This design comes from an exercise in tuning for small area on the open sky130 flow, not from production work.
Only simulation tests tie the RTL to the original design; equivalence was not proved.

===== design/flow/design.v =====
module GENCLK1K( 
		CLK1K, EN1K,
		CLK50M, RSTN
		);
   input CLK50M, RSTN;
   output reg CLK1K;
   output     EN1K;
   reg [7:0] CNT, next_cnt;
   reg next_clk1k;
   assign EN1K = (CNT == 8'd249) & ~CLK1K;
   always @(posedge CLK50M or negedge RSTN) begin
      if (!RSTN) begin
	 CLK1K <= 1'h0;
	 CNT <= 8'h0;
      end
      else begin
	 CNT <= next_cnt;
	 CLK1K <= next_clk1k;
      end
   end
   always @(*) begin
	next_cnt = (CNT == 8'd249) ? 8'd0 : CNT + 8'd1;
	next_clk1k = (CNT == 8'd249) ? ~CLK1K : CLK1K;
   end
endmodule
module GENCLK10K( 
		 CLK10K, EN10K,
		 CLK50M, RSTN
		 );
   input CLK50M;
   input RSTN;
   output reg CLK10K;
   output     EN10K;
   reg [4:0] CNT, next_cnt;
   reg        next_clk10k;
   assign EN10K = (CNT == 5'd24) & ~CLK10K;
   always @(posedge CLK50M, negedge RSTN) begin
      if (!RSTN) begin
         CNT <= 5'd1;
         CLK10K <= 1'b0;
      end
      else begin
         CNT <= next_cnt;
         CLK10K <= next_clk10k;
      end
   end
   always @(*) begin
      next_cnt = (CNT == 5'd24) ? 5'd1 : CNT + 5'd1;
      next_clk10k = (CNT == 5'd24) ? ~CLK10K : CLK10K;
   end
endmodule
module DEBOUNCE #(parameter SET = 1'b1)( 
		KEY_OUT,
		CLK, EN1K, RSTN, KEY_IN
		);
   input CLK, EN1K, RSTN;  
   input KEY_IN;
   output reg KEY_OUT;
   localparam STABLE_CNT = 50;
   reg [5:0]  CNT, next_cnt;
   reg 	      PREV_KEY_IN, next_key_out, next_prev_key_in;
   always @(posedge CLK or negedge RSTN) begin
      if (!RSTN) begin
	 CNT <= 5'h0;
	 KEY_OUT <= SET;
	 PREV_KEY_IN <= SET;
      end
      else if (EN1K) begin
	 CNT <= next_cnt;
	 KEY_OUT <= next_key_out;
	 PREV_KEY_IN <= next_prev_key_in;
      end
   end
   always @(*) begin
      next_cnt = CNT;
      next_key_out = KEY_OUT;
      next_prev_key_in = PREV_KEY_IN;
      if (KEY_IN == PREV_KEY_IN) begin
	 if (CNT < STABLE_CNT) begin
	    next_cnt = CNT + 5'd1;
	 end
	 else begin
	    next_key_out = KEY_IN;
	 end
      end
      else begin
	 next_prev_key_in = KEY_IN;
      end
   end
endmodule
module BCDCNTR #(parameter MAXL = 4'h5, parameter MAXR = 4'h9, parameter SETL = 4'h0, parameter SETR = 4'h0)( 
													     BCD, CARRY,
													     CLK, EN1K, RSTN, EN, SW1, BCD_SET
													     );
   input CLK, EN1K, RSTN, EN, SW1;  
   input [7:0] BCD_SET;
   output reg [7:0] BCD;
   output reg 	    CARRY;
   reg [3:0] 	    next_left_bcd, next_right_bcd;
   reg 		    next_carry;
   always @(posedge CLK or negedge RSTN) begin
      if (!RSTN) begin
	 BCD <= {SETL, SETR};
	 CARRY <= 1'h0;
      end
      else if (EN1K) begin
	 if (SW1) begin
	    BCD <= BCD_SET;
	    CARRY <= next_carry;
	 end
	 else begin
	    BCD <= {next_left_bcd, next_right_bcd};
	    CARRY <= next_carry;
	 end
      end
   end
   always @(*) begin
      if (EN) begin
	 if (BCD[7:4] == MAXL) begin
	    if (BCD[3:0] == MAXR) begin
	       next_left_bcd = SETL;
	       next_right_bcd = SETR;
	       next_carry = 1'b1;
	    end
	    else begin
	       next_left_bcd = BCD[7:4];
	       next_right_bcd = BCD[3:0] + 4'h1;
		   next_carry = 1'b0;
	    end
	 end
	 else begin
	    if (BCD[3:0] == 4'h9) begin
	       next_right_bcd = 4'h0;
	       next_left_bcd = BCD[7:4] + 4'h1;
		   next_carry = 1'b0;
	    end
	    else begin
	       next_right_bcd = BCD[3:0] + 4'h1;
	       next_left_bcd = BCD[7:4];
		   next_carry = 1'b0;
	    end
	 end
      end
      else begin
	 next_right_bcd = BCD[3:0];
	 next_left_bcd = BCD[7:4];
	 next_carry = 1'b0;
      end
   end
endmodule
module SW_BCDCNTR #(parameter MAXL = 4'h5, parameter MAXR = 4'h9, parameter SETL = 4'h0, parameter SETR = 4'h0)( 
														BCD, CARRY,
														CLK, EN1K, RSTN, EN
														);
   input CLK, EN1K, RSTN, EN;  
   output reg [7:0] BCD;
   output reg 	    CARRY;
   reg [3:0] 	    next_left_bcd, next_right_bcd;
   reg 		    next_carry;
   always @(posedge CLK or negedge RSTN) begin
      if (!RSTN) begin
	 BCD <= {SETL, SETR};
	 CARRY <= 1'h0;
      end
      else if (EN1K) begin
	 BCD <= {next_left_bcd, next_right_bcd};
	 CARRY <= next_carry;
      end
   end
   always @(*) begin
      if (EN) begin
	 if (BCD[7:4] == MAXL) begin
	    if (BCD[3:0] == MAXR) begin
	       next_left_bcd = SETL;
	       next_right_bcd = SETR;
	       next_carry = 1'b1;
	    end
	    else begin
	       next_left_bcd = BCD[7:4];
	       next_right_bcd = BCD[3:0] + 4'h1;
		   next_carry = 1'b0;
	    end
	 end
	 else begin
	    if (BCD[3:0] == 4'h9) begin
	       next_right_bcd = 4'h0;
	       next_left_bcd = BCD[7:4] + 4'h1;
		   next_carry = 1'b0;
	    end
	    else begin
	       next_right_bcd = BCD[3:0] + 4'h1;
	       next_left_bcd = BCD[7:4];
		   next_carry = 1'b0;
	    end
	 end
      end
      else begin
	 next_right_bcd = BCD[3:0];
	 next_left_bcd = BCD[7:4];
	 next_carry = 1'b0;
      end
   end
endmodule
module DIGITCLOCK( 
		  SEC, MIN, HOUR, DAY,
		  CLK, EN1K, RSTN, SW1, SW2, SW3, SEC_SET, MIN_SET, HOUR_SET, DAY_SET,
		  SW_SEC, SW_MIN, SW_HOUR, SW_DAY
		  );
   input CLK, EN1K, RSTN, SW1, SW2, SW3;  
   input [7:0] SEC_SET, MIN_SET, HOUR_SET, DAY_SET;
   input [7:0] SW_SEC, SW_MIN, SW_HOUR, SW_DAY;
   output [7:0] SEC, MIN, HOUR, DAY;
   reg [9:0] 	CNT, next_cnt;
   reg 		EN, next_en;
   wire [7:0] 	NORMAL_SEC, NORMAL_MIN, NORMAL_HOUR, NORMAL_DAY;
   wire 	CARRY_SEC, CARRY_MIN, CARRY_HOUR, CARRY_DAY;
   assign DAY = (SW2 == 1'b1) ? SW_DAY : NORMAL_DAY;
   assign HOUR = (SW2 == 1'b1) ? SW_HOUR : NORMAL_HOUR;
   assign MIN = (SW2 == 1'b1) ? SW_MIN : NORMAL_MIN;
   assign SEC = (SW2 == 1'b1) ? SW_SEC : NORMAL_SEC;
   BCDCNTR #(.MAXL(4'h3), .MAXR(4'h1), .SETL(4'h0), .SETR(4'h1))
   UDAY ( 
	 .BCD				(NORMAL_DAY),
	 .CARRY				(CARRY_DAY),
	 .CLK				(CLK),
	 .EN1K				(EN1K),
	 .RSTN				(RSTN),
	 .EN				(CARRY_HOUR),
	 .SW1				(SW1),
	 .BCD_SET			(DAY_SET));
   BCDCNTR #(.MAXL(4'h2), .MAXR(4'h3), .SETL(4'h0), .SETR(4'h0))
   UHOUR ( 
	  .BCD				(NORMAL_HOUR),
	  .CARRY			(CARRY_HOUR),
	  .CLK			(CLK),
	 .EN1K			(EN1K),
	  .RSTN				(RSTN),
	  .EN				(CARRY_MIN),
	  .SW1				(SW1),
	  .BCD_SET			(HOUR_SET));
   BCDCNTR #(.MAXL(4'h5), .MAXR(4'h9), .SETL(4'h0), .SETR(4'h0))
   UMIN ( 
	 .BCD				(NORMAL_MIN),
	 .CARRY				(CARRY_MIN),
	 .CLK				(CLK),
	 .EN1K				(EN1K),
	 .RSTN				(RSTN),
	 .EN				(CARRY_SEC),
	 .SW1				(SW1),
	 .BCD_SET			(MIN_SET));
   BCDCNTR #(.MAXL(4'h5), .MAXR(4'h9), .SETL(4'h0), .SETR(4'h0))
   USEC ( 
	 .BCD				(NORMAL_SEC),
	 .CARRY				(CARRY_SEC),
	 .CLK				(CLK),
	 .EN1K				(EN1K),
	 .RSTN				(RSTN),
	 .EN				(EN),
	 .SW1				(SW1),
	 .BCD_SET			(SEC_SET));
   always @(posedge CLK or negedge RSTN) begin
      if (!RSTN) begin
	 CNT <= 10'h0;
	 EN <= 1'h0;
      end
      else if (EN1K) begin
	 CNT <= next_cnt;
	 EN <= next_en;
      end
   end
   always @(*) begin
      if (SW1) begin
         next_cnt = CNT;
         next_en  = 1'b0;
      end
      else begin
	 if (SW3) begin
            next_cnt = (CNT >= 10'd9) ? 10'd0 : CNT + 10'd1;
            next_en  = (CNT >= 10'd9) ? 1'd1 : 1'd0;
	 end
	 else begin
            next_cnt = (CNT >= 10'd998) ? 10'd0 : CNT + 10'd1;
            next_en  = (CNT >= 10'd998) ? 1'd1 : 1'd0;
	 end
      end
   end
endmodule
module STOPWATCH( 
		 SW_SEC, SW_MIN, SW_HOUR, SW_DAY,
		 CLK, EN1K, RSTN, SW3, KEY3
		 );
   input CLK, EN1K, RSTN, SW3, KEY3;  
   output [7:0] SW_SEC, SW_MIN, SW_HOUR, SW_DAY;
   reg [9:0] 	CNT, next_cnt;
   reg 		EN, next_en;
   reg 		STATE, next_state;
   reg [1:0] 	KEY3_SYNC, next_key3_sync;
   wire 	CARRY_SEC, CARRY_MIN, CARRY_HOUR, CARRY_DAY;
   localparam STOP = 1'b0;
   localparam START = 1'b1;
   SW_BCDCNTR #(.MAXL(4'h3), .MAXR(4'h1), .SETL(4'h0), .SETR(4'h0))
   SWDAY ( 
	  .BCD				(SW_DAY),
	  .CARRY			(CARRY_DAY),
	  .CLK			(CLK),
	 .EN1K			(EN1K),
	  .RSTN				(RSTN),
	  .EN				(CARRY_HOUR));
   SW_BCDCNTR #(.MAXL(4'h2), .MAXR(4'h3), .SETL(4'h0), .SETR(4'h0))
   SWHOUR ( 
	   .BCD				(SW_HOUR),
	   .CARRY			(CARRY_HOUR),
	   .CLK			(CLK),
	 .EN1K			(EN1K),
	   .RSTN			(RSTN),
	   .EN				(CARRY_MIN));
   SW_BCDCNTR #(.MAXL(4'h5), .MAXR(4'h9), .SETL(4'h0), .SETR(4'h0))
   SWMIN ( 
	  .BCD				(SW_MIN),
	  .CARRY			(CARRY_MIN),
	  .CLK			(CLK),
	 .EN1K			(EN1K),
	  .RSTN				(RSTN),
	  .EN				(CARRY_SEC));
   SW_BCDCNTR #(.MAXL(4'h5), .MAXR(4'h9), .SETL(4'h0), .SETR(4'h0))
   SWSEC ( 
	  .BCD				(SW_SEC),
	  .CARRY			(CARRY_SEC),
	  .CLK			(CLK),
	 .EN1K			(EN1K),
	  .RSTN				(RSTN),
	  .EN				(EN));
   always @(posedge CLK or negedge RSTN) begin
      if (!RSTN) begin
	 CNT <= 10'h0;
	 EN <= 1'h0;
	 STATE <= STOP;
	 KEY3_SYNC <= 2'b11;
      end
      else if (EN1K) begin
	 CNT <= next_cnt;
	 EN <= next_en;
	 STATE <= next_state;
	 KEY3_SYNC <= next_key3_sync;
      end
   end
   always @(*) begin
      next_cnt = CNT;
      next_en = EN;
      next_state = STATE;
      next_key3_sync = {KEY3_SYNC[0], KEY3};
      if (KEY3_SYNC == 2'b10) begin
	 next_state = (STATE == START) ? STOP : START;
      end
      else begin
	 case (STATE)
	   STOP : begin
	      next_cnt = CNT;
	      next_en = EN;
	      next_state = STATE;
	   end
	   START : begin
	      if (SW3) begin
		 next_cnt = (CNT >= 10'd9) ? 10'd0 : CNT + 10'd1;
		 next_en = (CNT >= 10'd9) ? 1'd1 : 1'd0;
		 next_state = STATE;
	      end
	      else begin
		 next_cnt = (CNT >= 10'd998) ? 10'd0 : CNT + 10'd1;
		 next_en = (CNT >= 10'd998) ? 1'd1 : 1'd0;
		 next_state = STATE;
	      end
	   end
	 endcase
      end
   end
endmodule
module MANSET( 
	      SEC_SET, MIN_SET, HOUR_SET, DAY_SET,
	      CLK, EN1K, RSTN, SW1, KEY1, KEY2, KEY3, PREV_SEC, PREV_MIN, PREV_HOUR,
	      PREV_DAY
	      );
   input CLK, EN1K, RSTN;  
   input SW1, KEY1, KEY2, KEY3;
   input [7:0] PREV_SEC, PREV_MIN, PREV_HOUR, PREV_DAY;
   output reg [7:0] SEC_SET, MIN_SET, HOUR_SET, DAY_SET;
   reg [1:0] 	    SEL, next_sel;
   reg [7:0] 	    next_sec_set, next_min_set, next_hour_set, next_day_set;
   reg [1:0] 	    KEY1_SYNC, KEY2_SYNC, KEY3_SYNC;
   reg [1:0]  next_key1_sync, next_key2_sync, next_key3_sync;
   localparam SEC_SEL = 2'b00;
   localparam MIN_SEL = 2'b01;
   localparam HOUR_SEL = 2'b10;
   localparam DAY_SEL = 2'b11;
   always @(posedge CLK or negedge RSTN) begin
      if (!RSTN) begin
	 DAY_SET <= 8'h1;
	 HOUR_SET <= 8'h0;
	 MIN_SET <= 8'h0;
	 SEC_SET <= 8'h0;
	 SEL <= 2'b00;
	 KEY1_SYNC <= 2'b11;
	 KEY2_SYNC <= 2'b11;
	 KEY3_SYNC <= 2'b11;
      end
      else if (EN1K) begin
	 DAY_SET <= next_day_set;
	 HOUR_SET <= next_hour_set;
	 MIN_SET <= next_min_set;
	 SEC_SET <= next_sec_set;
	 SEL <= next_sel;
	 KEY1_SYNC <= next_key1_sync;
	 KEY2_SYNC <= next_key2_sync;
	 KEY3_SYNC <= next_key3_sync;
      end
   end
   always @(*) begin
   next_key1_sync = {KEY1_SYNC[0], KEY1};
   next_key2_sync = {KEY2_SYNC[0], KEY2};
   next_key3_sync = {KEY3_SYNC[0], KEY3};
      if (SW1) begin
	  next_sel = SEL;
		next_sec_set = SEC_SET;
		next_min_set = MIN_SET;
		next_hour_set = HOUR_SET;
		next_day_set = DAY_SET;
	 if (KEY3_SYNC == 2'b10) begin
	    next_sel = (SEL == DAY_SEL) ? SEC_SEL : SEL + 2'b01;
	 end
	 else if (KEY2_SYNC == 2'b10) begin
	    case (SEL) 
	      SEC_SEL : begin
			if (SEC_SET[7:4] == 4'h5) begin
				if (SEC_SET[3:0] == 4'h9) begin
					next_sec_set[7:4] = 4'h0;
					next_sec_set[3:0] = 4'h0;
				end
				else begin
					next_sec_set[7:4] = SEC_SET[7:4];
					next_sec_set[3:0] = SEC_SET[3:0] + 4'h1;
				end
			end
			else begin
				if (SEC_SET[3:0] == 4'h9) begin
					next_sec_set[3:0] = 4'h0;
					next_sec_set[7:4] = SEC_SET[7:4] + 4'h1;
				end
				else begin
					next_sec_set[3:0] = SEC_SET[3:0] + 4'h1;
					next_sec_set[7:4] = SEC_SET[7:4];
				end
			end
		  end
	      MIN_SEL : begin
			if (MIN_SET[7:4] == 4'h5) begin
				if (MIN_SET[3:0] == 4'h9) begin
					next_min_set[7:4] = 4'h0;
					next_min_set[3:0] = 4'h0;
				end
				else begin
					next_min_set[7:4] = MIN_SET[7:4];
					next_min_set[3:0] = MIN_SET[3:0] + 4'h1;
				end
			end
			else begin
				if (MIN_SET[3:0] == 4'h9) begin
					next_min_set[3:0] = 4'h0;
					next_min_set[7:4] = MIN_SET[7:4] + 4'h1;
				end
				else begin
					next_min_set[3:0] = MIN_SET[3:0] + 4'h1;
					next_min_set[7:4] = MIN_SET[7:4];
				end
			end
		  end
	      HOUR_SEL : begin
			if (HOUR_SET[7:4] == 4'h2) begin
				if (HOUR_SET[3:0] == 4'h3) begin
					next_hour_set[7:4] = 4'h0;
					next_hour_set[3:0] = 4'h0;
				end
				else begin
					next_hour_set[7:4] = HOUR_SET[7:4];
					next_hour_set[3:0] = HOUR_SET[3:0] + 4'h1;
				end
			end
			else begin
				if (HOUR_SET[3:0] == 4'h9) begin
					next_hour_set[3:0] = 4'h0;
					next_hour_set[7:4] = HOUR_SET[7:4] + 4'h1;
				end
				else begin
					next_hour_set[3:0] = HOUR_SET[3:0] + 4'h1;
					next_hour_set[7:4] = HOUR_SET[7:4];
				end
			end
		  end
	      DAY_SEL : begin
			if (DAY_SET[7:4] == 4'h3) begin
				if (DAY_SET[3:0] == 4'h1) begin
					next_day_set[7:4] = 4'h0;
					next_day_set[3:0] = 4'h1;
				end
				else begin
					next_day_set[7:4] = DAY_SET[7:4];
					next_day_set[3:0] = DAY_SET[3:0] + 4'h1;
				end
			end
			else begin
				if (DAY_SET[3:0] == 4'h9) begin
					next_day_set[3:0] = 4'h0;
					next_day_set[7:4] = DAY_SET[7:4] + 4'h1;
				end
				else begin
					next_day_set[3:0] = DAY_SET[3:0] + 4'h1;
					next_day_set[7:4] = DAY_SET[7:4];
				end
			end
		  end
	    endcase
	 end
	 else if (KEY1_SYNC == 2'b10) begin
	    case (SEL) 
	      SEC_SEL : begin
			if (SEC_SET[7:4] == 4'h0) begin
				if (SEC_SET[3:0] == 4'h0) begin
					next_sec_set[7:4] = 4'h5;
					next_sec_set[3:0] = 4'h9;
				end
				else begin
					next_sec_set[7:4] = SEC_SET[7:4];
					next_sec_set[3:0] = SEC_SET[3:0] - 4'h1;
				end
			end
			else begin
				if (SEC_SET[3:0] == 4'h0) begin
					next_sec_set[3:0] = 4'h9;
					next_sec_set[7:4] = SEC_SET[7:4] - 4'h1;
				end
				else begin
					next_sec_set[3:0] = SEC_SET[3:0] - 4'h1;
					next_sec_set[7:4] = SEC_SET[7:4];
				end
			end
		  end
	      MIN_SEL : begin
			if (MIN_SET[7:4] == 4'h0) begin
				if (MIN_SET[3:0] == 4'h0) begin
					next_min_set[7:4] = 4'h5;
					next_min_set[3:0] = 4'h9;
				end
				else begin
					next_min_set[7:4] = MIN_SET[7:4];
					next_min_set[3:0] = MIN_SET[3:0] - 4'h1;
				end
			end
			else begin
				if (MIN_SET[3:0] == 4'h0) begin
					next_min_set[3:0] = 4'h9;
					next_min_set[7:4] = MIN_SET[7:4] - 4'h1;
				end
				else begin
					next_min_set[3:0] = MIN_SET[3:0] - 4'h1;
					next_min_set[7:4] = MIN_SET[7:4];
				end
			end
		  end
	      HOUR_SEL : begin
			if (HOUR_SET[7:4] == 4'h0) begin
				if (HOUR_SET[3:0] == 4'h0) begin
					next_hour_set[7:4] = 4'h2;
					next_hour_set[3:0] = 4'h3;
				end
				else begin
					next_hour_set[7:4] = HOUR_SET[7:4];
					next_hour_set[3:0] = HOUR_SET[3:0] - 4'h1;
				end
			end
			else begin
				if (HOUR_SET[3:0] == 4'h0) begin
					next_hour_set[3:0] = 4'h9;
					next_hour_set[7:4] = HOUR_SET[7:4] - 4'h1;
				end
				else begin
					next_hour_set[3:0] = HOUR_SET[3:0] - 4'h1;
					next_hour_set[7:4] = HOUR_SET[7:4];
				end
			end
		  end
	      DAY_SEL : begin
			if (DAY_SET[7:4] == 4'h0) begin
				if (DAY_SET[3:0] == 4'h1) begin
					next_day_set[7:4] = 4'h3;
					next_day_set[3:0] = 4'h1;
				end
				else begin
					next_day_set[7:4] = DAY_SET[7:4];
					next_day_set[3:0] = DAY_SET[3:0] - 4'h1;
				end
			end
			else begin
				if (DAY_SET[3:0] == 4'h0) begin
					next_day_set[3:0] = 4'h9;
					next_day_set[7:4] = DAY_SET[7:4] - 4'h1;
				end
				else begin
					next_day_set[3:0] = DAY_SET[3:0] - 4'h1;
					next_day_set[7:4] = DAY_SET[7:4];
				end
			end
		  end
	    endcase
	 end
      end
	  else begin
		next_sel = SEC_SEL;
		next_sec_set = PREV_SEC;
		next_min_set = PREV_MIN;
		next_hour_set = PREV_HOUR;
		next_day_set = PREV_DAY;
	  end
   end
endmodule
module DISPLAY7SEG( 
		   SEG,
		   OUT, PWM_ACT
		   );
   input [3:0] OUT;
   input       PWM_ACT;
   output reg [6:0] SEG;
   always @(*) begin
      case (OUT)
	4'h0 : SEG = (PWM_ACT) ? 7'b1000000 : 7'b1111111;
	4'h1 : SEG = (PWM_ACT) ? 7'b1111001 : 7'b1111111;
	4'h2 : SEG = (PWM_ACT) ? 7'b0100100 : 7'b1111111;
	4'h3 : SEG = (PWM_ACT) ? 7'b0110000 : 7'b1111111;
	4'h4 : SEG = (PWM_ACT) ? 7'b0011001 : 7'b1111111;
	4'h5 : SEG = (PWM_ACT) ? 7'b0010010 : 7'b1111111;
	4'h6 : SEG = (PWM_ACT) ? 7'b0000010 : 7'b1111111;
	4'h7 : SEG = (PWM_ACT) ? 7'b1111000 : 7'b1111111;
	4'h8 : SEG = (PWM_ACT) ? 7'b0000000 : 7'b1111111;
	4'h9 : SEG = (PWM_ACT) ? 7'b0010000 : 7'b1111111;
	default : SEG = 7'b1111111;
      endcase
   end
endmodule
module KNOCK_LED ( 
		  ALARM, LED,
		  CLK, EN1K, RSTN, SW3, KNOCK
		  );
   input CLK, EN1K, RSTN;  
   input SW3, KNOCK;
   output reg ALARM;
   output reg [17:0] LED;
   reg [9:0] 	     ONE_SEC_CNT, next_one_sec_cnt;
   reg [5:0] 	     SEC_CNT, next_sec_cnt;
   reg [4:0] 	     MIN_REMAIN, next_min_remain;
   reg 		     TIMER_EN, next_timer_en;
   reg 		     KNOCK_D, next_knock_d;
   reg 		     KNOCK_FALL, next_knock_fall;
   reg 		     ALARM_PULSE, next_alarm_pulse;
   reg 		     next_alarm;
   reg [17:0] 	     next_led;
   always @(posedge CLK or negedge RSTN) begin
      if (!RSTN) begin
	 ALARM <= 1'h0;
	 KNOCK_D <= 1'h1;
	 KNOCK_FALL <= 1'h0;
	 LED <= 18'h0;
	 MIN_REMAIN <= 5'h0;
	 ONE_SEC_CNT <= 10'h0;
	 SEC_CNT <= 6'h0;
	 TIMER_EN <= 1'h0;
	 ALARM_PULSE <= 1'b0;
      end
      else if (EN1K) begin
	 ALARM <= next_alarm;
	 LED <= next_led;
	 ONE_SEC_CNT <= next_one_sec_cnt;
	 SEC_CNT <= next_sec_cnt;
	 MIN_REMAIN <= next_min_remain;
	 TIMER_EN <= next_timer_en;
	 KNOCK_D <= next_knock_d;
	 KNOCK_FALL <= next_knock_fall;
	 ALARM_PULSE <= next_alarm_pulse;
      end
   end
   always @(*) begin
      next_knock_d = KNOCK;
      next_knock_fall = KNOCK_D & ~KNOCK;
      next_alarm = 1'b0;
	  next_led = (MIN_REMAIN == 5'd0) ? 18'd0 : (18'b1 << MIN_REMAIN) - 18'b1;
      next_one_sec_cnt = ONE_SEC_CNT;
      next_sec_cnt = SEC_CNT;
      next_min_remain = MIN_REMAIN;
      next_timer_en = TIMER_EN;
      next_alarm_pulse = 1'b0;
	  if (KNOCK_FALL) begin
		next_timer_en = 1'b1;
		next_min_remain = (MIN_REMAIN < 5'd19) ? MIN_REMAIN + 5'd1 : MIN_REMAIN;
	  end
	  else begin
		if (TIMER_EN) begin
			if (SW3) begin
				if (ONE_SEC_CNT >= 10'd9) begin
					if (MIN_REMAIN != 5'd0) begin
						if (SEC_CNT == 6'd00) begin
							next_sec_cnt = 6'd59;
							next_min_remain = MIN_REMAIN - 5'd1;
							next_one_sec_cnt = 10'd0;
						end
						else begin
							next_sec_cnt = SEC_CNT - 6'd1;
							next_one_sec_cnt = 10'd0;
						end
					end
					else begin
						if (SEC_CNT == 6'd00) begin
							next_timer_en = 1'b0;
							next_alarm_pulse = 1'b1;
							next_sec_cnt = 6'd0;
							next_one_sec_cnt = 10'd0;
						end
						else begin
							next_sec_cnt = SEC_CNT - 6'd1;
							next_one_sec_cnt = 10'd0;
						end
					end
				end
				else begin
					next_one_sec_cnt = ONE_SEC_CNT + 10'd1;
				end
			end
			else begin
				if (ONE_SEC_CNT >= 10'd999) begin
					if (MIN_REMAIN != 5'd0) begin
						if (SEC_CNT == 6'd00) begin
							next_sec_cnt = 6'd59;
							next_min_remain = MIN_REMAIN - 5'd1;
							next_one_sec_cnt = 10'd0;
						end
						else begin
							next_sec_cnt = SEC_CNT - 6'd1;
							next_one_sec_cnt = 10'd0;
						end
					end
					else begin
						if (SEC_CNT == 6'd00) begin
							next_timer_en = 1'b0;
							next_alarm_pulse = 1'b1;
							next_sec_cnt = 6'd0;
							next_one_sec_cnt = 10'd0;
						end
						else begin
							next_sec_cnt = SEC_CNT - 6'd1;
							next_one_sec_cnt = 10'd0;
						end
					end
				end
				else begin
					next_one_sec_cnt = ONE_SEC_CNT + 10'd1;
				end
			end
		end
		else begin
			next_alarm = (ALARM_PULSE == 1'b1) ? 1'b1 : 1'b0;
		end
	  end
   end
endmodule
module KNOCK_LED_ALARM( 
	     BUZ_OUT,
	     CLK, EN1K, RSTN, ALARM
	     );
   input CLK, EN1K, RSTN;  
   input ALARM;
   output reg BUZ_OUT;
   parameter IDLE = 1'b0;
   parameter BUZ = 1'b1;
   reg 	      STATE, next_state;
   reg 	      next_buz_out;
   reg 	      CLK500, next_clk500;
   reg [6:0]  BEEP_CNT1, next_beep_cnt1;
   reg [8:0]  BEEP_CNT2, next_beep_cnt2;
   reg [2:0]  ALARM_DONE, next_alarm_done;
   always @(posedge CLK or negedge RSTN) begin
      if (!RSTN) begin
	 ALARM_DONE <= 3'h0;
	 BEEP_CNT1 <= 7'h0;
	 BEEP_CNT2 <= 9'h0;
	 BUZ_OUT <= 1'h0;
	 CLK500 <= 1'h0;
	 STATE <= 1'h0;
      end
      else if (EN1K) begin
	 STATE <= next_state;
	 BUZ_OUT <= next_buz_out;
	 CLK500 <= next_clk500;
	 BEEP_CNT1 <= next_beep_cnt1;
	 BEEP_CNT2 <= next_beep_cnt2;
	 ALARM_DONE <= next_alarm_done;
      end
   end
   always @(*) begin
      next_clk500 = ~CLK500;
      case (STATE) 
	IDLE : begin
	   if (ALARM) begin
	      next_state = BUZ;
	      next_buz_out = 1'b0;
	      next_beep_cnt1 = 7'b0;
	      next_beep_cnt2 = 9'd0;
	      next_alarm_done = 3'd0;
	   end
	   else begin
	      next_state = IDLE;
	      next_buz_out = 1'b0;
	      next_beep_cnt1 = 7'b0;
	      next_beep_cnt2 = 8'b0;
	      next_alarm_done = 3'd0;
	   end
	end
	BUZ : begin
	   if (ALARM_DONE == 3'd4) begin
	      next_state = IDLE;
	      next_buz_out = 1'b0;
	      next_beep_cnt1 = 7'd0;
	      next_beep_cnt2 = 9'd0;
	      next_alarm_done = 3'd0;
	   end
	   else begin
	      if (BEEP_CNT2 >= 9'd4) begin
		 next_state = BUZ;
		 next_buz_out = 1'b0;
		 next_beep_cnt1 = 7'd0;
		 next_beep_cnt2 = (BEEP_CNT2 == 9'd511) ? 9'd0 : BEEP_CNT2 + 9'd1;
		 next_alarm_done = (BEEP_CNT2 == 9'd511) ? ALARM_DONE + 3'd1 : ALARM_DONE;
	      end
	      else begin
		 if (BEEP_CNT1 >= 7'd64) begin
		    next_state = BUZ;
		    next_buz_out = CLK500;
		    next_beep_cnt1 = (BEEP_CNT1 == 7'd127) ? 7'd0 : BEEP_CNT1 + 7'd1;
		    next_beep_cnt2 = (BEEP_CNT1 == 7'd127) ? BEEP_CNT2 + 9'd1 : BEEP_CNT2;
		    next_alarm_done = ALARM_DONE;
		 end
		 else begin
		    next_state = BUZ;
		    next_buz_out = 1'b0;
		    next_beep_cnt1 = BEEP_CNT1 + 7'd1;
		    next_beep_cnt2 = BEEP_CNT2;
		    next_alarm_done = ALARM_DONE;
		 end
	      end
	   end
	end
	default : begin
	   next_state = IDLE;
	   next_buz_out = 1'b0;
	   next_beep_cnt1 = 7'd0;
	   next_beep_cnt2 = 3'd0;
	   next_alarm_done = 1'b0;
	end
      endcase
   end
endmodule
module FIRE_DETECT( 
		   FIRE_ALARM,
		   CLK, EN1K, RSTN, SENSOR
		   );
   input CLK, EN1K, RSTN;  
   input SENSOR;
   output reg FIRE_ALARM;
   reg 	  next_fire_alarm;
   always @(posedge CLK or negedge RSTN) begin
      if (!RSTN) begin
	 FIRE_ALARM <= 1'h0;
      end
      else if (EN1K) begin
	 FIRE_ALARM <= next_fire_alarm;
      end
   end
   always @(*) begin
      next_fire_alarm = (SENSOR) ? 1'b1 : 1'b0;
   end
endmodule
module FIRE_ALARM( 
		       BUZ_OUT, FIRE_VALID,
		       CLK, EN1K, RSTN, FIRE_ALARM, KNOCK
		       );
   input CLK, EN1K, RSTN;  
   input FIRE_ALARM, KNOCK;
   output reg BUZ_OUT, FIRE_VALID;
   parameter IDLE = 1'b0;
   parameter BUZ = 1'b1;
   reg 	      STATE, next_state;
   reg 	      next_buz_out;
	reg         next_fire_valid;
   reg 	      CLK500, next_clk500;
   reg 	      KNOCK_D, next_knock_d;
   reg 	      KNOCK_FALL, next_knock_fall;
   reg [8:0]  BEEP_CNT, next_beep_cnt;
   always @(posedge CLK or negedge RSTN) begin
      if (!RSTN) begin
	 BEEP_CNT <= 8'h0;
	 BUZ_OUT <= 1'h0;
	 FIRE_VALID <= 1'h0;
	 CLK500 <= 1'h0;
	 KNOCK_D <= 1'h0;
	 KNOCK_FALL <= 1'h0;
	 STATE <= 1'h0;
      end
      else if (EN1K) begin
	 STATE <= next_state;
	 BUZ_OUT <= next_buz_out;
	 FIRE_VALID <= next_fire_valid;
	 CLK500 <= next_clk500;
	 BEEP_CNT <= next_beep_cnt;
	 KNOCK_D <= next_knock_d;
	 KNOCK_FALL <= next_knock_fall;
      end
   end
   always @(*) begin
      next_clk500 = ~CLK500;
      next_knock_d = KNOCK;
      next_knock_fall = KNOCK_D & ~KNOCK;
		next_fire_valid = FIRE_VALID;
      case (STATE) 
	IDLE : begin
	   if (FIRE_ALARM) begin
	      next_state = BUZ;
	      next_buz_out = 1'b0;
	      next_beep_cnt = 8'b0;
			next_fire_valid = 1'b1;
	   end
	   else begin
	      next_state = IDLE;
	      next_buz_out = 1'b0;
	      next_beep_cnt = 8'b0;
			next_fire_valid = 1'b0;
	   end
	end
	BUZ : begin
	   if (KNOCK_FALL) begin
	      next_state = IDLE;
	      next_buz_out = 1'b0;
	      next_beep_cnt = 8'd0;
			next_fire_valid = 1'b0;
	   end
	   else begin
	      if (BEEP_CNT >= 9'd256) begin
		 next_state = BUZ;
		 next_buz_out = CLK500;
		 next_beep_cnt = (BEEP_CNT == 8'd128) ? 8'd0 : BEEP_CNT + 8'd1;
	      end
	      else begin
		 next_state = BUZ;
		 next_buz_out = 1'b0;
		 next_beep_cnt = BEEP_CNT + 8'd1;
	      end
	   end
	end
	default : begin
	   next_state = IDLE;
	   next_buz_out = 1'b0;
	   next_beep_cnt = 8'd0;
	end
      endcase
   end
endmodule
module ROT_PWMGEN ( 
		   PWM_ACT,
		   CLK, EN10K, RSTN, SW5, ROT_A, ROT_B
		   );
   input CLK, EN10K, RSTN, SW5;
   input ROT_A, ROT_B;
   output reg PWM_ACT;
   reg [7:0]  brightness;
   reg [1:0]  prev_state;
   reg [7:0]  pwm_counter;
   wire [1:0] current_state = {ROT_A, ROT_B};
   always @(posedge CLK or negedge RSTN) begin
		if (!RSTN) begin
			brightness <= 8'd255;
		end
		else if (EN10K) begin
		if (SW5) begin
      case ({prev_state, current_state})
        4'b0001, 4'b0111, 4'b1110, 4'b1000: begin
           if (brightness <= 8'd247)
             brightness <= brightness + 8'd8;
           else
             brightness <= 8'd255;
        end
        4'b0010, 4'b0100, 4'b1101, 4'b1011: begin
           if (brightness >= 8'd8)
             brightness <= brightness - 8'd8;
           else
             brightness <= 8'd0;
        end
        default: brightness <= brightness;
      endcase
		end
		else begin
			brightness <= brightness;
		end
		end
   end
   always @(posedge CLK) begin
      if (EN10K) prev_state <= current_state;
   end
   always @(posedge CLK or negedge RSTN) begin
      if (!RSTN) begin
	 pwm_counter <= 8'b0;
      end
      else if (EN10K) begin
	 pwm_counter <= (pwm_counter == 8'd255) ? 8'd0 : pwm_counter + 8'd1;
      end
   end
   always @(posedge CLK or negedge RSTN) begin
      if (!RSTN) begin
	 PWM_ACT <= 1'b1;
      end
      else if (EN10K) begin
	 if (pwm_counter < brightness) PWM_ACT <= 1'b1;
	 else PWM_ACT <= 1'b0;
      end
   end
endmodule
module CLOCK_TOP( 
	   SEG0, SEG1, SEG2, SEG3, SEG4, SEG5, SEG6, SEG7, LED, BUZ_OUT,
	   CLK50M, KEY1, KEY2, KEY3, SW0, SW1, SW2, SW3, SW4, SW5, KNOCK,
	   SENSOR, ROT_A, ROT_B
	   );
   input CLK50M, KEY1, KEY2, KEY3, SW0, SW1, SW2, SW3, SW4, SW5, KNOCK, SENSOR, ROT_A, ROT_B;
   output [6:0] SEG0, SEG1, SEG2, SEG3, SEG4, SEG5, SEG6, SEG7;
   output [17:0] LED;
   output 	 BUZ_OUT;
   wire 	 CLK1K, CLK10K, EN1K, EN10K, CLEAN_KEY1, CLEAN_KEY2, CLEAN_KEY3, CLEAN_SW1, CLEAN_SW2, CLEAN_SW3, CLEAN_SW4, CLEAN_SW5, ALARM, FIRE_ALARM, FIRE_VALID, PWM_ACT, FIRE_BUZ, KNOCK_LED_BUZ;
   wire [7:0] 	 SEC, MIN, HOUR, DAY;
   wire [7:0] 	 SEC_SET, MIN_SET, HOUR_SET, DAY_SET;
   wire [7:0] 	 SW_SEC, SW_MIN, SW_HOUR, SW_DAY;
   assign BUZ_OUT = (FIRE_VALID) ? FIRE_BUZ : KNOCK_LED_BUZ;
   GENCLK1K
     UGENCLK1K
       ( 
	.RSTN				(SW0),
	.CLK1K				(CLK1K),
	.EN1K				(EN1K),
	.CLK50M				(CLK50M));
   GENCLK10K
     UGENCLK10K
       ( 
	.RSTN					(SW0),
	.CLK10K				(CLK10K),
	.EN10K				(EN10K),
	.CLK50M				(CLK50M));
   DEBOUNCE #(.SET(1'b1))
   UDEBOUNCE_KEY1
     ( 
      .KEY_OUT				(CLEAN_KEY1),
      .KEY_IN				(KEY1),
      .RSTN				(SW0),
      .CLK				(CLK50M),
      .EN1K				(EN1K));
   DEBOUNCE #(.SET(1'b1))
   UDEBOUNCE_KEY2
     ( 
      .KEY_OUT				(CLEAN_KEY2),
      .KEY_IN				(KEY2),
      .RSTN				(SW0),
      .CLK				(CLK50M),
      .EN1K				(EN1K));
   DEBOUNCE #(.SET(1'b1))
   UDEBOUNCE_KEY3
     ( 
      .KEY_OUT				(CLEAN_KEY3),
      .KEY_IN				(KEY3),
      .RSTN				(SW0),
      .CLK				(CLK50M),
      .EN1K				(EN1K));
   DEBOUNCE #(.SET(1'b0))
   UDEBOUNCE_SW1
     ( 
      .KEY_OUT				(CLEAN_SW1),
      .KEY_IN				(SW1),
      .RSTN				(SW0),
      .CLK				(CLK50M),
      .EN1K				(EN1K));
   DEBOUNCE #(.SET(1'b0))
   UDEBOUNCE_SW2
     ( 
      .KEY_OUT				(CLEAN_SW2),
      .KEY_IN				(SW2),
      .RSTN				(SW0),
      .CLK				(CLK50M),
      .EN1K				(EN1K));
   DEBOUNCE #(.SET(1'b0))
   UDEBOUNCE_SW3
     ( 
      .KEY_OUT				(CLEAN_SW3),
      .KEY_IN				(SW3),
      .RSTN				(SW0),
      .CLK				(CLK50M),
      .EN1K				(EN1K));
   DEBOUNCE #(.SET(1'b0))
   UDEBOUNCE_SW4
     ( 
      .KEY_OUT				(CLEAN_SW4),
      .KEY_IN				(SW4),
      .RSTN				(SW0),
      .CLK				(CLK50M),
      .EN1K				(EN1K));
   DEBOUNCE #(.SET(1'b0))
   UDEBOUNCE_SW5
     ( 
      .KEY_OUT				(CLEAN_SW5),
      .KEY_IN				(SW5),
      .RSTN				(SW0),
      .CLK				(CLK50M),
      .EN1K				(EN1K));
   DIGITCLOCK
     UDIGITCLOCK
       ( 
	.SEC					(SEC[7:0]),
	.MIN					(MIN[7:0]),
	.HOUR					(HOUR[7:0]),
	.DAY					(DAY[7:0]),
	.SEC_SET				(SEC_SET[7:0]),
	.MIN_SET				(MIN_SET[7:0]),
	.HOUR_SET				(HOUR_SET[7:0]),
	.DAY_SET				(DAY_SET[7:0]),
	.SW_SEC				(SW_SEC[7:0]),
	.SW_MIN				(SW_MIN[7:0]),
	.SW_HOUR				(SW_HOUR[7:0]),
	.SW_DAY				(SW_DAY[7:0]),
	.RSTN				(SW0),
	.CLK				(CLK50M),
	.EN1K				(EN1K),
	.SW1				(CLEAN_SW1),
	.SW2				(CLEAN_SW2),
	.SW3				(CLEAN_SW3));
   DISPLAY7SEG
     URSEC7SEG
       ( 
	.SEG				(SEG0[6:0]),
	.OUT				(SEC[3:0]),
	.PWM_ACT			(PWM_ACT));
   DISPLAY7SEG
     ULSEC7SEG
       ( 
	.SEG				(SEG1[6:0]),
	.OUT				(SEC[7:4]),
	.PWM_ACT			(PWM_ACT));
   DISPLAY7SEG
     URMIN7SEG
       ( 
	.SEG				(SEG2[6:0]),
	.OUT				(MIN[3:0]),
	.PWM_ACT			(PWM_ACT));
   DISPLAY7SEG
     ULMIN7SEG
       ( 
	.SEG				(SEG3[6:0]),
	.OUT				(MIN[7:4]),
	.PWM_ACT			(PWM_ACT));
   DISPLAY7SEG
     URHOUR7SEG
       ( 
	.SEG				(SEG4[6:0]),
	.OUT				(HOUR[3:0]),
	.PWM_ACT			(PWM_ACT));
   DISPLAY7SEG
     ULHOUR7SEG
       ( 
	.SEG				(SEG5[6:0]),
	.OUT				(HOUR[7:4]),
	.PWM_ACT			(PWM_ACT));
   DISPLAY7SEG
     URDAY7SEG
       ( 
	.SEG				(SEG6[6:0]),
	.OUT				(DAY[3:0]),
	.PWM_ACT			(PWM_ACT));
   DISPLAY7SEG
     ULDAY7SEG
       ( 
	.SEG				(SEG7[6:0]),
	.OUT				(DAY[7:4]),
	.PWM_ACT			(PWM_ACT));
   MANSET
     UMANSET
       ( 
	.SEC_SET				(SEC_SET[7:0]),
	.MIN_SET				(MIN_SET[7:0]),
	.HOUR_SET				(HOUR_SET[7:0]),
	.DAY_SET				(DAY_SET[7:0]),
	.KEY1					(CLEAN_KEY1),
	.KEY2					(CLEAN_KEY2),
	.KEY3					(CLEAN_KEY3),
	.PREV_SEC				(SEC[7:0]),
	.PREV_MIN				(MIN[7:0]),
	.PREV_HOUR				(HOUR[7:0]),
	.PREV_DAY				(DAY[7:0]),
	.RSTN				(SW0),
	.CLK				(CLK50M),
	.EN1K				(EN1K),
	.SW1				(CLEAN_SW1));
   STOPWATCH
     USTOPWATCH
       ( 
	.SW_SEC				(SW_SEC[7:0]),
	.SW_MIN				(SW_MIN[7:0]),
	.SW_HOUR				(SW_HOUR[7:0]),
	.SW_DAY				(SW_DAY[7:0]),
	.KEY3					(CLEAN_KEY3),
	.RSTN (CLEAN_SW2),
	.CLK				(CLK50M),
	.EN1K				(EN1K),
	.SW3				(CLEAN_SW3));
   KNOCK_LED_ALARM
     UALARM
       ( 
	.BUZ_OUT			(KNOCK_LED_BUZ),
	.CLK				(CLK50M),
	.EN1K				(EN1K),
	.RSTN					(SW0),
	.ALARM				(ALARM));
   KNOCK_LED
     UKNOCK
       ( 
	.LED					(LED[17:0]),
	.ALARM				(ALARM),
	.CLK				(CLK50M),
	.EN1K				(EN1K),
	.RSTN					(CLEAN_SW4),
	.SW3				(CLEAN_SW3),
	.KNOCK				(KNOCK));
   FIRE_DETECT
     UFIRE_DETECT
       ( 
	.FIRE_ALARM				(FIRE_ALARM),
	.CLK					(CLK50M),
	.EN1K					(EN1K),
	.RSTN					(SW0),
	.SENSOR				(SENSOR));
   FIRE_ALARM
     UFIRE_ALARM
       ( 
	.BUZ_OUT				(FIRE_BUZ),
	.FIRE_VALID       (FIRE_VALID),
	.CLK					(CLK50M),
	.EN1K					(EN1K),
	.RSTN					(SW0),
	.FIRE_ALARM				(FIRE_ALARM),
	.KNOCK					(KNOCK));
   ROT_PWMGEN
     UROT_PWMGEN
       ( 
	.RSTN					(SW0),
	.PWM_ACT			(PWM_ACT),
	.CLK				(CLK50M),
	.EN10K				(EN10K),
	.SW5				(CLEAN_SW5),
	.ROT_A				(ROT_A),
	.ROT_B				(ROT_B));
endmodule

===== design/flow/run.sh =====
#!/bin/bash
# synth_recipe.tcl (not shown) runs the flow's synth.tcl, then flattens the netlist and writes it again
# the make line also repeats each setting of config.mk as NAME=value (left out here)
make -C /OpenROAD-flow-scripts/flow DESIGN_CONFIG=/design/flow/config.mk WORK_HOME=/design/flow/orfs CLKGATE_MAP_FILE= SYNTH_SCRIPT=/design/flow/synth_recipe.tcl finish

===== design/flow/config.mk =====
export PLATFORM = sky130hd
export DESIGN_NAME = CLOCK_TOP
export DESIGN_NICKNAME = CLOCK_TOP
export VERILOG_FILES = /design/flow/design.v
export SDC_FILE = /design/flow/constraint.sdc
export NUM_CORES = 4
export LEC_CHECK = 0
export CAP_MARGIN = 20
export CORE_MARGIN = 2
export CORE_UTILIZATION = 40
export SLEW_MARGIN = 20

===== design/flow/constraint.sdc =====
create_clock -name core_clock -period 20.0 [get_ports {CLK50M}]
set_input_delay 4.0000 -clock core_clock [delete_from_list [all_inputs] [get_ports {CLK50M}]]
set_output_delay 4.0000 -clock core_clock [all_outputs]
set_load 0.01 [all_outputs]

==> flow_metrics.env <==
export IMPL_synthSimpleGateAreaFrac_pct=19.8
export IMPL_crit_type="register to output pin"
export IMPL_path_max_fanout=60
export IMPL_gp_congestion=0.785
export IMPL_drt_wl_total_um=46100
export IMPL_dieHeight_um=223
export IMPL_htreeDepth=2
export IMPL_clk_pin_slew_ns=0.05
export IMPL_synth_fa_ha_area_share_pct=5.52
export IMPL_synth_xor_area_share_pct=4.48
export IMPL_finClkSkew_ns=0.0193
export IMPL_powerDensity_mw_per_mm2=64.4
export IMPL_syn2layout_area_growth_pct=14.2
export IMPL_num_rows=80
export IMPL_cp_start_kind="register"
export IMPL_synth_compound_area_share_pct=20.0
export IMPL_syn_inst=2186
export IMPL_p_switching_mw=0.299
export IMPL_combPwrFrac_pct=1.1
export IMPL_vdd_drop_max_uv=58.3
export IMPL_p_clk_share_pct=53.8
export IMPL_p_int_mw=1.11
export IMPL_required_ns=16.00
export IMPL_hold_viol=0
export IMPL_layout_nets=2319
export IMPL_first_global_vias=15700
export IMPL_fin_hold_ws_ns=0.343
export IMPL_synth_area_mux_share_pct=5.26
export IMPL_critPathArrivalTime_ns=4.25
export IMPL_overflow=0
export IMPL_netlist_area_mm2=0.0192
export IMPL_yosysMostFrequentCell="nand2_1"
export IMPL_status="timing/DRC/antenna clean"
export IMPL_drc=0
export IMPL_tns_ns=0
export IMPL_synth_top_family_by_area="compound AO/OA/AOI/OAI gates"
export IMPL_port_buffers=88
export IMPL_place_area_mm2=0.0205
export IMPL_drv_cap=0
export IMPL_track_usage_pct=18.6
export IMPL_finalCritPeriodShare_pct=41.3
export IMPL_synth_main_ff_cell="dfrtp_1"
export IMPL_final_area_mm2=0.0219
export IMPL_synth_common_cells="nand2_1 (325), dfrtp_1 (286), o21ai_0 (251), nor2_1 (144), a21oi_1 (123)"
export IMPL_initial_utilization_pct=40.3
export IMPL_fin_crit_ns=8.25
export IMPL_drive_gt1_share_pct=8.17
export IMPL_core_area_mm2=0.0475
export IMPL_final_util_pct=46.0
export IMPL_max_clock_freq_mhz=121
export IMPL_cts_buffers=39
export IMPL_synth_area_leaders="dfrtp_1 (37%), o21ai_0 (6.6%), nand2_1 (6.4%)"
export IMPL_cts_resized=0
export IMPL_antenna_found_initial=0
export IMPL_post_cts_setup_buffer_count=0
export IMPL_vias_per_cell=5.58
export IMPL_drv_slew=0
export IMPL_die_x_um=223
export IMPL_syn_avg_cell_area_um2=8.77
export IMPL_clock_latency_ns=0.56
export IMPL_synth_cell_types=88
export IMPL_ys_ff_latch=313
export IMPL_grt_max_degree=102
export IMPL_ant_nets=0
export IMPL_slew_headroom_pct=36.6
export IMPL_synth_top_area_cell="dfrtp_1"
export IMPL_cts_sinks=313
export IMPL_yosysWarningCount=19
export IMPL_end_kind="output pin"
export IMPL_yosysSeqAreaShare_pct=41.1
export IMPL_netSwitchingFraction_pct=21.2
export IMPL_grt_busiest_layer="met2"
export IMPL_syn_nets=2284
export IMPL_gr_usage_met1_pct=24.7
export IMPL_fin_total_pwr_mw=1.41
export IMPL_io_pins=89
export IMPL_cts_tree="built"
export IMPL_power_frac_seq_pct=45.1
export IMPL_async_reset_ff_share_pct=99.4
export IMPL_tightest_slew_ns=0.947
export IMPL_hold_class="register to asynchronous set/reset pin"
export IMPL_p_leak_nw=9.41
export IMPL_place_hpwl_um=31200
export IMPL_setup_viol_count_final=0
export IMPL_cts_buffer_depth=3
export IMPL_dieArea_mm2=0.0497
export IMPL_final_cells=2866
export IMPL_dp_cells=2795
export IMPL_grt_pass1_wl_um=77700
export IMPL_synth_top_area_share_pct=37.3
export IMPL_diodes=0
export IMPL_wire_per_inst_um=16.1
export IMPL_finalWorstSetupSlack_ns=11.75
export IMPL_post_place_ws_ns=12.32
export IMPL_synth_edf_count=2
export IMPL_vias=16000
export IMPL_dr_pass1_iters=6
export IMPL_cts_root_buf="clkbuf_16"
export IMPL_met2_usage_pct=31.2
export IMPL_use_met3_pct=2.58
export IMPL_postCtsHoldBufs=0
export IMPL_rsz0062_at_grt="false"
export IMPL_first_iter_violations=1000
[power groups by stage]
| stage | Clock [mW] | Combinational, mW | Sequential, mW |
|---|---|---|---|
| after global placement | 0 | 0.0164 | 0.647 |
| final | 0.758 | 0.0158 | 0.636 |
| after global routing | 0.804 | 0.0186 | 0.636 |
| after detailed placement | 0 | 0.0167 | 0.647 |
| after CTS | 0.778 | 0.0168 | 0.636 |
| after floorplan | 0 | 0.00288 | 0.647 |
[worst paths after layout]
path	from	end	slack, ns	cells after the start
setup reg to reg	UGENCLK1K.CNT[1]$_DFF_PN0_	UMANSET.MIN_SET[7]$_DFFE_PN0P_	16.53	9
setup / recovery	UDEBOUNCE_SW2.KEY_OUT$_DFFE_PN0P_	SEG3[3]	11.75	7
min in group core_clock	USTOPWATCH.KEY3_SYNC[0]$_DFFE_PN1P_	USTOPWATCH.KEY3_SYNC[1]$_DFFE_PN1P_	0.45	2
hold reg to reg	UDEBOUNCE_SW4.KEY_OUT$_DFFE_PN0P_	UKNOCK.LED[14]$_DFFE_PN0P_	0.34	0
hold / removal	UDEBOUNCE_SW4.KEY_OUT$_DFFE_PN0P_	UKNOCK.LED[14]$_DFFE_PN0P_	0.34	0
max in group asynchronous	SW0	UDIGITCLOCK.UMIN.BCD[6]$_DFFE_PN0P_	15.01	2
[cell usage in the layout (no fill, tap or decap), drive strengths merged, types with 16 or more instances in the layout]
cell	instances
nand2	325
dfrtp	286
o21ai	259
nor2	146
a21oi	125
clkdlybuf4s50	87
ha	83
inv	82
nand3	78
xnor2	56
nor3	55
clkbuf	54
mux2i	49
mux2	45
xor2	42
a31oi	34
nand4	33
nand2b	29
dfstp	25
and3	24
nor2b	21
o31ai	19
o221ai	16
o211ai	16
[area by class of cell]
type	count	area, um^2
Inverter	81	304
Sequential cell	313	7880
Clock inverter	17	262
Tap cell	615	769
Multi-Input combinational cell	1685	10600
Timing Repair Buffer	101	983
Clock buffer	54	1120
Fill cell	4552	25700
[logic make-up (layout without fill, tap and decap cells)]
logic type	after synthesis	count (layout)
XOR/XNOR	98	98
flip-flops	313	313
AND/OR/NAND/NOR	791	791
AO/OA/AOI/OAI	618	618
multiplexers	94	94
adder cells (fa/ha/maj)	84	84
buffers and inverters	188	253
[sequential cells by signal, summed over array words and instances (netlist names), 7 cells and up]
register and flops:
UALARM.BEEP_CNT1 7, UALARM.BEEP_CNT2 9, UDIGITCLOCK.CNT 10, UDIGITCLOCK.UDAY.BCD 8, UDIGITCLOCK.UHOUR.BCD 8, UDIGITCLOCK.UMIN.BCD 8, UDIGITCLOCK.USEC.BCD 8, UFIRE_ALARM.BEEP_CNT 9
UGENCLK1K.CNT 8, UKNOCK.LED 18, UKNOCK.ONE_SEC_CNT 10, UMANSET.DAY_SET 8, UMANSET.HOUR_SET 8, UMANSET.MIN_SET 8, UMANSET.SEC_SET 8, UROT_PWMGEN.pwm_counter 8
USTOPWATCH.CNT 10, USTOPWATCH.SWDAY.BCD 8, USTOPWATCH.SWHOUR.BCD 8, USTOPWATCH.SWMIN.BCD 8, USTOPWATCH.SWSEC.BCD 8
[critical path, cell delays in order (launching register included)]
cell,delay (ns)
dfrtp_4,0.95
buf_4,0.67
mux2i_1,0.71
and2_1,0.31
nand2_1,0.10
o21a_1,0.14
o221ai_1,0.19
clkdlybuf4s50_1,0.59
[layer usage]
| layer | vias up | wire length, um | part of all wire (%) |
|---|---|---|---|
| met2 | 301 | 21600 | 47 |
| met4 | 0 | 1220 | 2.6 |
| met3 | 76 | 1570 | 3.4 |
| li1 | 7887 | - | - |
| met5 | - | 0 | 0 |
| met1 | 7720 | 21700 | 47 |

==> what the ideal ports hide <==
No port has a modelled driver above. Below, the same layout with a new extraction and two added sets of constraints.
Step 1 (the two cells are an assumption about what drives the block):
set clk [get_ports {CLK50M}]
set_driving_cell -lib_cell sky130_fd_sc_hd__clkbuf_16 $clk
set_driving_cell -lib_cell sky130_fd_sc_hd__buf_2 [delete_from_list [all_inputs] $clk]
Step 2 also shifts input and output timing later by t, the mid clock arrival at the registers, as if the neighbouring blocks saw the same clock.
a / b / c = ideal ports / drivers / drivers and shift; a / b = the first two.
t (ns): 0.603
setup slack, ns: 11.746 / 11.691 / 12.293
hold slack, ns: 0.343 / 0.343 / 0.343
latest minus earliest clock arrival (ns): 0.020 / 0.021
worst slew at a driven data input, ns: 0.05
After both steps setup and hold are still met in this run. For this run, drivers alone change the setup slack by -0.055 ns; drivers and shift together by +0.547 ns.
